Context: an optimization exercise on an open-source flow, tuned for small area, a short achievable clock period and few clock cycles. The choices shown serve that exercise and are no tape-out recipe.

the reference run:
## CONVCOR
module CONVCOR(clk, rst_n, in_valid, in_a, in_b, in_mode, out_valid, out);
==> flow/config.mk <==
export PLATFORM = sky130hd
export DESIGN_NAME = CONVCOR
export DESIGN_NICKNAME = CONVCOR
export VERILOG_FILES = /design/flow/design.v
export SDC_FILE = /design/flow/constraint.sdc
export NUM_CORES = 4
export LEC_CHECK = 0
export CAP_MARGIN = 20
export CORE_MARGIN = 2
export CORE_UTILIZATION = 40
export SLEW_MARGIN = 20
==> flow/constraint.sdc <==
create_clock -name core_clock -period 12.5 [get_ports {clk}]
set_input_delay 2.5000 -clock core_clock [delete_from_list [all_inputs] [get_ports {clk}]]
set_output_delay 2.5000 -clock core_clock [all_outputs]
set_load 0.01 [all_outputs]
standard.sh (not shown) runs the stock make flow with config.mk's settings and CLKGATE_MAP_FILE= SYNTH_SCRIPT=/design/flow/synth_recipe.tcl, a recipe that flattens the netlist after the stock synthesis.
==> flow/flow/run.sh <==
#!/bin/bash
set -euo pipefail
bash standard.sh SETUP_SLACK_MARGIN=8 finish > standard_flow.log 2>&1
Looking at the reports, the reference run completed the entire flow and the layout it produced met the timing, design-rule and antenna checks.
> inputs changed (the reference run -> the trial run)
--- a/flow/design.v
+++ b/flow/design.v
@@ -4,43 +4,46 @@
 output reg out_valid;
 output reg signed [35:0] out;
 reg m;
 reg [3:0] cnt;
 reg acc;
 wire idle = (cnt == 4'd0);
 wire mm = idle ? in_mode : m;
 wire last = m ? (cnt == 4'd4) : (cnt == 4'd10);
 wire [3:0] ncnt = idle ? {3'd0, in_valid} : (last ? 4'd0 : cnt + 4'd1);
 reg [15:0] A1, A2, A3, B1, B2, B3;
 wire shift = (cnt[3:2] == 2'b00) && (cnt[1:0] != 2'b11);
 always @(posedge clk) begin
-  A1 <= shift ? in_a : A3; A2 <= A1; A3 <= A2;
-  B1 <= shift ? in_b : B3; B2 <= B1; B3 <= B2;
+  if (shift) begin
+    A1 <= in_a; A2 <= A1; A3 <= A2;
+    B1 <= in_b; B2 <= B1; B3 <= B2;
+  end
 end
 reg [2:0] nax, nay;
 reg npx, npy, nacc, nvalid;
 always @(*) begin
   nax = 3'b000; nay = 3'b000; npx = 1'b1; npy = 1'b1; nacc = 1'b0; nvalid = 1'b0;
   if (m) begin
     nacc = (cnt == 4'd1) || (cnt == 4'd2);
     nvalid = (cnt == 4'd3);
   end else begin
     case (cnt)
+      4'd0: begin npx = 1'b0; nax = 3'b001; end
       4'd1: begin npx = 1'b0; npy = 1'b0; nax = 3'b001; nay = 3'b010; end
       4'd2: begin npx = 1'b0; npy = 1'b0; nax = 3'b100; nay = 3'b001; end
-      4'd3: begin npx = 1'b0; npy = 1'b0; nax = 3'b100; nay = 3'b100; end
-      4'd4: begin npx = 1'b0; npy = 1'b0; nax = 3'b100; nay = 3'b010; end
+      4'd3: begin npx = 1'b0; npy = 1'b0; nax = 3'b010; nay = 3'b010; end
+      4'd4: begin npx = 1'b0; npy = 1'b0; nax = 3'b001; nay = 3'b100; end
       4'd5: begin npx = 1'b0; npy = 1'b0; nax = 3'b010; nay = 3'b001; end
-      4'd6: begin npx = 1'b0; npy = 1'b0; nax = 3'b010; nay = 3'b100; end
-      4'd7: begin npx = 1'b0; npy = 1'b0; nax = 3'b100; nay = 3'b100; end
+      4'd6: begin npx = 1'b0; npy = 1'b0; nax = 3'b001; nay = 3'b010; end
+      4'd7: begin npx = 1'b0; npy = 1'b0; nax = 3'b001; nay = 3'b001; end
       default: ;
     endcase
     nacc = (cnt == 4'd2) || (cnt == 4'd4) || (cnt == 4'd5) || (cnt == 4'd7);
     nvalid = (cnt == 4'd1) || (cnt == 4'd3) || (cnt == 4'd6) || (cnt == 4'd8) || (cnt == 4'd9);
   end
   if (idle) begin
     nax = 3'b000; nay = 3'b000; npx = 1'b1; npy = 1'b1; nacc = 1'b0; nvalid = 1'b0;
   end
 end
 reg [2:0] ax, ay;
 reg px, py;
 always @(posedge clk) begin
### Flow results
Cmp the trial run and the reference run / count of flip-flops with a built-in enable after synthesis / lower: the reference run
Synthesized cell count: the trial run vs the reference run down 40
[compare] base=the reference run new=the trial run: sequential-to-total area share from yosys stat saw an increase; all-layer global routing usage saw little to no change; final area saw an increase.
Side by side, non-clock buffer count turned out lower in the trial run than in the reference run.
No run of this note included a check of the RTL's function; only the layout flow was run.

-- port drivers added, routing unchanged --
No port has a modelled driver above. Below, the same layouts with a new extraction and two added sets of constraints.
Step 1: set_driving_cell puts a clkbuf_16 on clk and a buf_2 on each other input, an assumption about the parent block.
Step 2 moves the port delays by t, midway between the first and last clock arrival at a register: inputs arrive t later, outputs are due t later. That takes back most of the time a late clock gives input paths.
Slacks: ideal ports / drivers / drivers and shift; pairs: ideal ports / drivers.
run | t, ns | slack for setup (ns) | latest minus earliest clock arrival (ns) | pins driven straight from the clock port
the reference run | 0.597 | 7.968 / 7.968 / 7.968 | 0.019 / 0.019 | 1
the trial run | 0.602 | 7.924 / 7.924 / 7.924 | 0.014 / 0.014 | 1
After both steps setup and hold are still met in every run listed.
